This is an optimization exercise on Yosys and OpenROAD, whose aim is small area, not a production implementation.
At most, simulation tests tie the RTL to the original design; equivalence was not proved.
Power is estimated from default activity; no workload was simulated.

==> v7 <==
Design adc_ctrl, start of the top module:
module adc_ctrl (
    input                   clk,
    input                   rstn,
    input                   adc_ce,
    output  logic   [11:0]  adc_data0,
    output  logic   [11:0]  adc_data1,
    output  logic           adc_val,
    output          [17:0]  flt_data0,
    output          [17:0]  flt_data1,
    output  logic           flt_val,
    output                  adc_sclk,
    output                  adc_css,
    output                  adc_dout,
    input                   adc_din
);
==> module adc128s022, before the edit <==
module adc128s022 (
    input               clk,
    input               rstn,
    input               ce,
    input               miso,
    input               fl0,         
    input               ld,          
    input       [4:0]   ldv,
    input               xsh,         
    output reg  [8:0]   cnt,
    output reg          ch,
    output reg  [11:0]  sdata,
    output              sclk,
    output              css,
    output              mosi
);
localparam [8:0] C_IDLE  = 9'd0,
                 C_IDLV  = 9'd1,
                 C_START = 9'd14,
                 C_T0    = 9'd15,
                 C_FRDY  = 9'd289,
                 C_GO    = 9'd290,
                 C_STOP  = 9'd291;
function automatic ge9(input [8:0] x, input [8:0] k);
    integer b;
    reg r;
    begin
        r = 1'b1;
        for (b = 0; b < 9; b = b + 1)
            r = k[b] ? (x[b] & r) : (x[b] | r);
        ge9 = r;
    end
endfunction
function automatic in9(input [8:0] x, input [8:0] lo, input [8:0] hi);
    in9 = ge9(x, lo) & ~ge9(x, hi + 9'd1);
endfunction
wire [8:0] inc;
wire [8:0] icy;
assign icy[0] = 1'b1;
genvar i;
generate for (i = 0; i < 9; i = i + 1) begin : g_inc
    assign inc[i] = cnt[i] ^ icy[i];
    if (i < 8) begin : g_c
        assign icy[i+1] = cnt[i] & icy[i];
    end
end endgenerate
always @(posedge clk)
    if (!rstn) cnt <= (cnt == 9'd288) ? C_IDLV : C_IDLE;
    else case (cnt)
        C_IDLE, C_IDLV, C_STOP: cnt <= ce ? C_START : C_IDLE;
        C_FRDY:         cnt <= (ch & ~ce) ? C_STOP : C_GO;
        C_GO:           cnt <= C_T0;
        default:        cnt <= inc;
    endcase
always @(posedge clk)
    if (cnt[8:1] == 8'd0)                   ch <= 1'b0;
    else if (cnt == C_GO || cnt == C_STOP)  ch <= ~ch;
wire samp = (cnt[3:0] == 4'd7) && in9(cnt, 9'd103, 9'd279);
always @(posedge clk)
    if (ld)
        sdata <= {ldv, sdata[6:0]};
    else if (samp || xsh)
        sdata <= {sdata[10:0], miso};
assign css  = ~in9(cnt, 9'd24, 9'd287);
assign sclk = ~(in9(cnt, 9'd32, 9'd279) && ~cnt[3]);
assign mosi = (fl0 & ~in9(cnt, 9'd32, 9'd291)) | (ch & in9(cnt, 9'd96, 9'd111));
endmodule
==> module adc_ctrl, before the edit <==
module adc_ctrl (
    input                   clk,
    input                   rstn,
    input                   adc_ce,
    output  logic   [11:0]  adc_data0,
    output  logic   [11:0]  adc_data1,
    output  logic           adc_val,
    output          [17:0]  flt_data0,
    output          [17:0]  flt_data1,
    output  logic           flt_val,
    output                  adc_sclk,
    output                  adc_css,
    output                  adc_dout,
    input                   adc_din
);
wire [8:0]  cnt;
wire        ch;
wire [11:0] sdata;
wire [12:0] f0, f1;
wire        fl0, last, xsh, fa;
wire [4:0]  ldv;
adc128s022 adc128s022_u (
    .clk    ( clk       ),
    .rstn   ( rstn      ),
    .ce     ( adc_ce    ),
    .miso   ( adc_din   ),
    .fl0    ( fl0       ),
    .ld     ( last      ),
    .ldv    ( ldv       ),
    .xsh    ( xsh       ),
    .cnt    ( cnt       ),
    .ch     ( ch        ),
    .sdata  ( sdata     ),
    .sclk   ( adc_sclk  ),
    .css    ( adc_css   ),
    .mosi   ( adc_dout  )
);
slpf slpf_u (
    .clk    ( clk       ),
    .rstn   ( rstn      ),
    .cnt    ( cnt       ),
    .ch     ( ch        ),
    .sdata  ( sdata     ),
    .miso   ( adc_din   ),
    .f0     ( f0        ),
    .f1     ( f1        ),
    .fl0    ( fl0       ),
    .last   ( last      ),
    .ldv    ( ldv       ),
    .xsh    ( xsh       ),
    .fa     ( fa        )
);
always_ff @(posedge clk)
    if (cnt == 9'd288 && !ch) adc_data0 <= sdata;
assign adc_val = ((cnt == 9'd289) || (cnt == 9'd1)) & ch;
assign adc_data1 = sdata;
logic fb;
always_ff @(posedge clk) begin
    fb      <= rstn & fa;
    flt_val <= fb;
end
assign flt_data0 = {{5{f0[12]}}, f0};
assign flt_data1 = {{5{f1[12]}}, f1};
endmodule
Settings: LEC_CHECK=0, CAP_MARGIN=20, CORE_MARGIN=2, CORE_UTILIZATION=60, SLEW_MARGIN=20; clock period 20.0 ns.
standard.sh (not shown) runs the stock make flow with config.mk's settings and CLKGATE_MAP_FILE= SYNTH_SCRIPT=/design/flow/synth_recipe.tcl, a recipe that flattens the netlist after the stock synthesis.
==> flow/flow/run.sh <==
#!/bin/bash
# The standard layout (standard.sh) with these changes:
#  - synthesis: ABC maps for area (flow/synth.tcl); no full/half-adder cells
#  - the smallest buffer on the ports
#  - clock tree from clkbuf_8, larger sink clusters, no dummy loads
set -euo pipefail
cd "$(dirname "$0")/.."
bash standard.sh \
  SYNTH_SCRIPT="$PWD/flow/synth.tcl" \
  ADDER_MAP_FILE= \
  BUFFER_PORTS_ARGS="-buffer_cell sky130_fd_sc_hd__buf_1" \
  CTS_ARGS="-sink_clustering_enable -repair_clock_nets -buf_list sky130_fd_sc_hd__clkbuf_8 -sink_clustering_size 30 -sink_clustering_max_diameter 100 -dont_use_dummy_load" \
  finish > flow_make.log 2>&1
==> flow/flow/synth.tcl <==
# The standard flow's synthesis script (synth_recipe.tcl), with one change: ABC maps the
# logic with an area-oriented script instead of ORFS's delay-driven one (the
# delay target ORFS derives here is 20 ps, far below the 20 ns clock).
# Registers are left as they are, so they match the standard synthesis.
proc synth {args} { yosys synth -nofsm -noshare {*}$args }
proc abc {args} {
  set keep {}
  set i 0
  while { $i < [llength $args] } {
    set a [lindex $args $i]
    if { $a in {-script -constr -D} } {
      incr i 2
      continue
    }
    lappend keep $a
    incr i
  }
  lappend keep -script "+strash;&get -n;&deepsyn -J 100;&put;dch -f;amap;strash;dch -f;amap"
  yosys abc {*}$keep
}
source $::env(SCRIPTS_DIR)/synth.tcl
# left out here: clear keep_hierarchy, flatten, clean up, hide names made inside functions, write 1_2_yosys.v
==> v16 (differences from v7) <==
==> flow/design.v (replaced) <==
module adc128s022 (
    input               clk,
    input               rstn,
    input               ce,
    input               miso,
    output reg  [8:0]   cnt,
    output reg          ch,
    output reg  [11:0]  sdata,
    output              sclk,
    output              css,
    output              mosi
);
localparam [8:0] C_IDLE  = 9'd0,
                 C_START = 9'd14,
                 C_T0    = 9'd15,
                 C_FRDY  = 9'd289,
                 C_GO    = 9'd290,
                 C_STOP  = 9'd291;
reg dflag;
always @(posedge clk)
    if (!rstn) cnt <= C_IDLE;
    else case (cnt)
        C_IDLE, C_STOP: cnt <= ce ? C_START : C_IDLE;
        C_FRDY:         cnt <= (ch & ~ce) ? C_STOP : C_GO;
        C_GO:           cnt <= C_T0;
        default:        cnt <= cnt + 1'b1;
    endcase
always @(posedge clk)
    if (cnt == C_IDLE)                      ch <= 1'b0;
    else if (cnt == C_GO || cnt == C_STOP)  ch <= ~ch;
always @(posedge clk)
    if (!rstn)              dflag <= 1'b1;
    else if (cnt == 9'd31)  dflag <= 1'b0;
wire samp = (cnt[3:0] == 4'd7) && (cnt >= 9'd103) && (cnt <= 9'd279);
always @(posedge clk)
    if (samp) sdata <= {sdata[10:0], miso};
assign css  = ~((cnt >= 9'd24) && (cnt <= 9'd287));
assign sclk = ~((cnt >= 9'd32) && (cnt <= 9'd279) && ~cnt[3]);
assign mosi = dflag | (ch && (cnt >= 9'd96) && (cnt <= 9'd111));
endmodule
module slpf (
    input               clk,
    input               rstn,
    input       [8:0]   cnt,
    input               ch,
    input       [11:0]  sdata,
    input               miso,
    output reg  [12:0]  f0,
    output reg  [12:0]  f1
);
localparam [17:0] B = 18'h18358;
localparam [17:0] A = 18'h07ca8;
reg [33:0] R;
reg r0, r1, fl0, fl1, k;
wire win  = (cnt >= 9'd64) && (cnt <= 9'd85);
wire p2   = (cnt >= 9'd279) && (cnt <= 9'd291);
wire last = (cnt == 9'd290) || (cnt == 9'd291);
reg xj, fj;
always @* begin
    case (cnt[3:0])
        4'd7:    begin xj = miso;      fj = ch ? f1[0]  : f0[0];  end
        4'd8:    begin xj = sdata[1];  fj = ch ? f1[1]  : f0[1];  end
        4'd9:    begin xj = sdata[2];  fj = ch ? f1[2]  : f0[2];  end
        4'd10:   begin xj = sdata[3];  fj = ch ? f1[3]  : f0[3];  end
        4'd11:   begin xj = sdata[4];  fj = ch ? f1[4]  : f0[4];  end
        4'd12:   begin xj = sdata[5];  fj = ch ? f1[5]  : f0[5];  end
        4'd13:   begin xj = sdata[6];  fj = ch ? f1[6]  : f0[6];  end
        4'd14:   begin xj = sdata[7];  fj = ch ? f1[7]  : f0[7];  end
        4'd15:   begin xj = sdata[8];  fj = ch ? f1[8]  : f0[8];  end
        4'd0:    begin xj = sdata[9];  fj = ch ? f1[9]  : f0[9];  end
        4'd1:    begin xj = sdata[10]; fj = ch ? f1[10] : f0[10]; end
        default: begin xj = sdata[11]; fj = ch ? f1[11] : f0[11]; end
    endcase
end
wire j0  = (cnt[3:0] == 4'd7);
wire j11 = (cnt[3:1] == 3'd1);
wire rsel = ch ? r1 : r0;
wire fsel = ch ? fl1 : fl0;
wire kin  = j0 ? ~rsel : k;
wire hj   = fsel ? j11 : (~fj ^ kin ^ j11);
always @(posedge clk)
    if (p2) k <= ~fj & kin;
wire mb = win ? (R[0] & ~fl0) : hj;
wire xb = p2 & xj;
reg [17:0] c;
always @* begin
    case ({mb, xb})
        2'b10:   c = B;
        2'b01:   c = A;
        2'b11:   c = 18'h20000;
        default: c = 18'h0;
    endcase
end
wire [17:0] s  = {1'b0, R[33:17]} + c;
wire [33:0] Rn = {s, R[16:1]};
wire [11:0] hi   = s[17:6];
wire        rr   = s[5];
wire [12:0] fnew = 13'd2048 - {1'b0, hi} - {12'b0, rr};
always @(posedge clk)
    if (win || p2) R <= last ? {12'b0, Rn[21:5], 5'b0} : Rn;
always @(posedge clk) begin
    if (last && !ch) begin f0 <= fnew; r0 <= rr; end
    if (last &&  ch) begin f1 <= fnew; r1 <= rr; end
end
always @(posedge clk)
    if (!rstn) begin
        fl0 <= 1'b1;
        fl1 <= 1'b1;
    end else if (last) begin
        if (ch) fl1 <= 1'b0;
        else    fl0 <= 1'b0;
    end
endmodule
module adc_ctrl (
    input                   clk,
    input                   rstn,
    input                   adc_ce,
    output  logic   [11:0]  adc_data0,
    output  logic   [11:0]  adc_data1,
    output  logic           adc_val,
    output          [17:0]  flt_data0,
    output          [17:0]  flt_data1,
    output  logic           flt_val,
    output                  adc_sclk,
    output                  adc_css,
    output                  adc_dout,
    input                   adc_din
);
wire [8:0]  cnt;
wire        ch;
wire [11:0] sdata;
wire [12:0] f0, f1;
adc128s022 adc128s022_u (
    .clk    ( clk       ),
    .rstn   ( rstn      ),
    .ce     ( adc_ce    ),
    .miso   ( adc_din   ),
    .cnt    ( cnt       ),
    .ch     ( ch        ),
    .sdata  ( sdata     ),
    .sclk   ( adc_sclk  ),
    .css    ( adc_css   ),
    .mosi   ( adc_dout  )
);
slpf slpf_u (
    .clk    ( clk       ),
    .rstn   ( rstn      ),
    .cnt    ( cnt       ),
    .ch     ( ch        ),
    .sdata  ( sdata     ),
    .miso   ( adc_din   ),
    .f0     ( f0        ),
    .f1     ( f1        )
);
always_ff @(posedge clk) begin
    adc_val <= (cnt == 9'd288) & ch;
    if (cnt == 9'd288 && !ch) adc_data0 <= sdata;
end
assign adc_data1 = sdata;
logic fa, fb;
always_ff @(posedge clk) begin
    fa      <= rstn & ch & ((cnt == 9'd290) || (cnt == 9'd291));
    fb      <= rstn & fa;
    flt_val <= fb;
end
assign flt_data0 = {{5{f0[12]}}, f0};
assign flt_data1 = {{5{f1[12]}}, f1};
endmodule
==> flow/run.sh (new file) <==
#!/bin/bash
# synth_recipe.tcl (not shown) runs the flow's synth.tcl, then flattens the netlist and writes it again
# the make line also repeats each setting of config.mk as NAME=value (left out here)
make -C /OpenROAD-flow-scripts/flow DESIGN_CONFIG=/design/flow/config.mk WORK_HOME=/design/flow/orfs CLKGATE_MAP_FILE= SYNTH_SCRIPT=/design/flow/synth_recipe.tcl finish
Settings changed: CORE_UTILIZATION 60 to 40.
removed: flow/flow/run.sh
removed: flow/flow/synth.tcl
removed: flow/standard.sh
==> v36 (differences from v7) <==
--- a/flow/design.v
+++ b/flow/design.v
@@ -11,15 +11,14 @@
     output reg          ch,
     output reg  [11:0]  sdata,
     output              sclk,
     output              css,
     output              mosi
 );
 localparam [8:0] C_IDLE  = 9'd0,
-                 C_IDLV  = 9'd1,
                  C_START = 9'd14,
                  C_T0    = 9'd15,
                  C_FRDY  = 9'd289,
                  C_GO    = 9'd290,
                  C_STOP  = 9'd291;
 function automatic ge9(input [8:0] x, input [8:0] k);
     integer b;
@@ -41,23 +40,23 @@
 generate for (i = 0; i < 9; i = i + 1) begin : g_inc
     assign inc[i] = cnt[i] ^ icy[i];
     if (i < 8) begin : g_c
         assign icy[i+1] = cnt[i] & icy[i];
     end
 end endgenerate
 always @(posedge clk)
-    if (!rstn) cnt <= (cnt == 9'd288) ? C_IDLV : C_IDLE;
+    if (!rstn) cnt <= C_IDLE;
     else case (cnt)
-        C_IDLE, C_IDLV, C_STOP: cnt <= ce ? C_START : C_IDLE;
+        C_IDLE, C_STOP: cnt <= ce ? C_START : C_IDLE;
         C_FRDY:         cnt <= (ch & ~ce) ? C_STOP : C_GO;
         C_GO:           cnt <= C_T0;
         default:        cnt <= inc;
     endcase
 always @(posedge clk)
-    if (cnt[8:1] == 8'd0)                   ch <= 1'b0;
+    if (cnt == C_IDLE)                      ch <= 1'b0;
     else if (cnt == C_GO || cnt == C_STOP)  ch <= ~ch;
 wire samp = (cnt[3:0] == 4'd7) && in9(cnt, 9'd103, 9'd279);
 always @(posedge clk)
     if (ld)
         sdata <= {ldv, sdata[6:0]};
     else if (samp || xsh)
         sdata <= {sdata[10:0], miso};
@@ -219,17 +218,18 @@
     .f1     ( f1        ),
     .fl0    ( fl0       ),
     .last   ( last      ),
     .ldv    ( ldv       ),
     .xsh    ( xsh       ),
     .fa     ( fa        )
 );
-always_ff @(posedge clk)
+always_ff @(posedge clk) begin
+    adc_val <= (cnt == 9'd288) & ch;
     if (cnt == 9'd288 && !ch) adc_data0 <= sdata;
-assign adc_val = ((cnt == 9'd289) || (cnt == 9'd1)) & ch;
+end
 assign adc_data1 = sdata;
 logic fb;
 always_ff @(posedge clk) begin
     fb      <= rstn & fa;
     flt_val <= fb;
 end
 assign flt_data0 = {{5{f0[12]}}, f0};
==> flow/flow/run.sh (replaced) <==
#!/bin/bash
# The standard layout (standard.sh) with these changes:
#  - synthesis: ABC maps for area (flow/synth.tcl); no full/half-adder cells
#  - the smallest buffer on the ports
#  - clock tree from clkbuf_8, larger sink clusters, no dummy loads
set -euo pipefail
cd "$(dirname "$0")/.."
bash standard.sh \
  SYNTH_SCRIPT="$PWD/flow/synth.tcl" \
  ADDER_MAP_FILE= \
  BUFFER_PORTS_ARGS="-buffer_cell sky130_fd_sc_hd__buf_1" \
  CTS_ARGS="-sink_clustering_enable -repair_clock_nets -buf_list sky130_fd_sc_hd__clkbuf_8 -sink_clustering_size 50 -sink_clustering_max_diameter 200 -dont_use_dummy_load" \
  finish > flow_make.log 2>&1
--- a/flow/flow/synth.tcl
+++ b/flow/flow/synth.tcl
@@ -11,12 +11,12 @@
     if { $a in {-script -constr -D} } {
       incr i 2
       continue
     }
     lappend keep $a
     incr i
   }
-  lappend keep -script "+strash;&get -n;&deepsyn -J 100;&put;dch -f;amap;strash;dch -f;amap"
+  lappend keep -script "+strash;&get -n;&deepsyn -J 100;&put;dch -f;amap"
   yosys abc {*}$keep
 }
 source $::env(SCRIPTS_DIR)/synth.tcl
 # left out here: clear keep_hierarchy, flatten, clean up, hide names made inside functions, write 1_2_yosys.v
Settings changed: CORE_UTILIZATION 60 to 40.
==> v23 (differences from v7) <==
--- a/flow/design.v
+++ b/flow/design.v
@@ -11,15 +11,14 @@
     output reg          ch,
     output reg  [11:0]  sdata,
     output              sclk,
     output              css,
     output              mosi
 );
 localparam [8:0] C_IDLE  = 9'd0,
-                 C_IDLV  = 9'd1,
                  C_START = 9'd14,
                  C_T0    = 9'd15,
                  C_FRDY  = 9'd289,
                  C_GO    = 9'd290,
                  C_STOP  = 9'd291;
 function automatic ge9(input [8:0] x, input [8:0] k);
     integer b;
@@ -41,23 +40,23 @@
 generate for (i = 0; i < 9; i = i + 1) begin : g_inc
     assign inc[i] = cnt[i] ^ icy[i];
     if (i < 8) begin : g_c
         assign icy[i+1] = cnt[i] & icy[i];
     end
 end endgenerate
 always @(posedge clk)
-    if (!rstn) cnt <= (cnt == 9'd288) ? C_IDLV : C_IDLE;
+    if (!rstn) cnt <= C_IDLE;
     else case (cnt)
-        C_IDLE, C_IDLV, C_STOP: cnt <= ce ? C_START : C_IDLE;
+        C_IDLE, C_STOP: cnt <= ce ? C_START : C_IDLE;
         C_FRDY:         cnt <= (ch & ~ce) ? C_STOP : C_GO;
         C_GO:           cnt <= C_T0;
         default:        cnt <= inc;
     endcase
 always @(posedge clk)
-    if (cnt[8:1] == 8'd0)                   ch <= 1'b0;
+    if (cnt == C_IDLE)                      ch <= 1'b0;
     else if (cnt == C_GO || cnt == C_STOP)  ch <= ~ch;
 wire samp = (cnt[3:0] == 4'd7) && in9(cnt, 9'd103, 9'd279);
 always @(posedge clk)
     if (ld)
         sdata <= {ldv, sdata[6:0]};
     else if (samp || xsh)
         sdata <= {sdata[10:0], miso};
@@ -219,17 +218,18 @@
     .f1     ( f1        ),
     .fl0    ( fl0       ),
     .last   ( last      ),
     .ldv    ( ldv       ),
     .xsh    ( xsh       ),
     .fa     ( fa        )
 );
-always_ff @(posedge clk)
+always_ff @(posedge clk) begin
+    adc_val <= (cnt == 9'd288) & ch;
     if (cnt == 9'd288 && !ch) adc_data0 <= sdata;
-assign adc_val = ((cnt == 9'd289) || (cnt == 9'd1)) & ch;
+end
 assign adc_data1 = sdata;
 logic fb;
 always_ff @(posedge clk) begin
     fb      <= rstn & fa;
     flt_val <= fb;
 end
 assign flt_data0 = {{5{f0[12]}}, f0};
--- a/flow/flow/synth.tcl
+++ b/flow/flow/synth.tcl
@@ -11,12 +11,12 @@
     if { $a in {-script -constr -D} } {
       incr i 2
       continue
     }
     lappend keep $a
     incr i
   }
-  lappend keep -script "+strash;&get -n;&deepsyn -J 100;&put;dch -f;amap;strash;dch -f;amap"
+  lappend keep -script "+strash;&get -n;&deepsyn -J 100;&put;dch -f;amap"
   yosys abc {*}$keep
 }
 source $::env(SCRIPTS_DIR)/synth.tcl
 # left out here: clear keep_hierarchy, flatten, clean up, hide names made inside functions, write 1_2_yosys.v
Settings changed: CORE_UTILIZATION 60 to 40.
==> summary.txt <==
quantity                                                                              v16                       v7                      v36                      v23
Average via count per standard cell                                                  5.22                     5.85                     5.29                     5.29
Relative area of non-clock buffer cells in the final design                         0.109                   0.0605                   0.0615                   0.0615
Area share of the largest cell type after synthesis                                 0.491                    0.592                    0.595                    0.595
Clock network fraction of design power                                              0.264                    0.223                    0.226                    0.226
Iteration-0 DRC count of the detailed router                                          370                      203                      140                      140
Met2 routed WL                                                                    5.47 mm                  4.13 mm                  4.34 mm                  4.34 mm
Synthesis-stage register bit count                                                    104                       97                       98                       98
Peak ir drop on the vdd network                                                   47.0 uV                  52.7 uV                  41.0 uV                  41.0 uV
Critical Path RT                                                                 20090 ps                 20100 ps                 20110 ps                 20110 ps
CTS sink count                                                                        104                       97                       98                       98
Global Route met2 Usage                                                             0.273                    0.390                    0.263                    0.263
Outcome                                                           complete, no violations  complete, no violations  complete, no violations  complete, no violations
Minimum hold slack                                                                 328 ps                   339 ps                   329 ps                   329 ps
Timing-limited maximum frequency                                                0.112 GHz                0.125 GHz                0.121 GHz                0.121 GHz
CP arrival                                                                        9020 ps                  8120 ps                  8400 ps                  8400 ps
Ratio of total power to cell area                                             100 nW/um^2             95.1 nW/um^2             95.1 nW/um^2             95.1 nW/um^2
CLK BUF                                                                                12                        9                        9                        9
Netlist area before placement                                                   5330 um^2                4160 um^2                4140 um^2                4140 um^2
Crit-path max FO                                                                        7                        5                       10                       10
Final weighted congestion of routability-driven global placement                    0.865                    0.901                    0.921                    0.921
Distinct cell type count after synthesis                                               66                       37                       34                       34
Register-to-register path setup slack                                            13230 ps                 13240 ps                 12130 ps                 12130 ps
Function not checked in v36 and v23: the RTL went through the layout flow alone.

port drivers added, routing unchanged:
Ports are ideal in the flow. The routed layouts listed here were re-timed in OpenROAD.
Step 1 sets driving cells, clkbuf_16 on the clock port and buf_2 on the other inputs (assumed; they add their load-dependent delay and slew).
Step 2 times the ports against the registers' clock, not the clock port: input delays grow and output delays shrink by t, the midpoint of the rising clock arrivals with the driver on.
Three values: no drivers, after step 1, after step 2; two values: the first two.
run	t, ns	setup slack, ns	worst setup path after step 2	worst slew at a driven data input, ns
v7	0.379	11.986 / 11.986 / 11.607	input to register	0.03
v16	0.384	11.065 / 11.076 / 10.692	input to register	0.03
v36	0.385	11.707 / 11.713 / 11.328	input to register	0.03
v23	0.385	11.707 / 11.713 / 11.328	input to register	0.03
After both steps setup and hold are still met in every run listed.
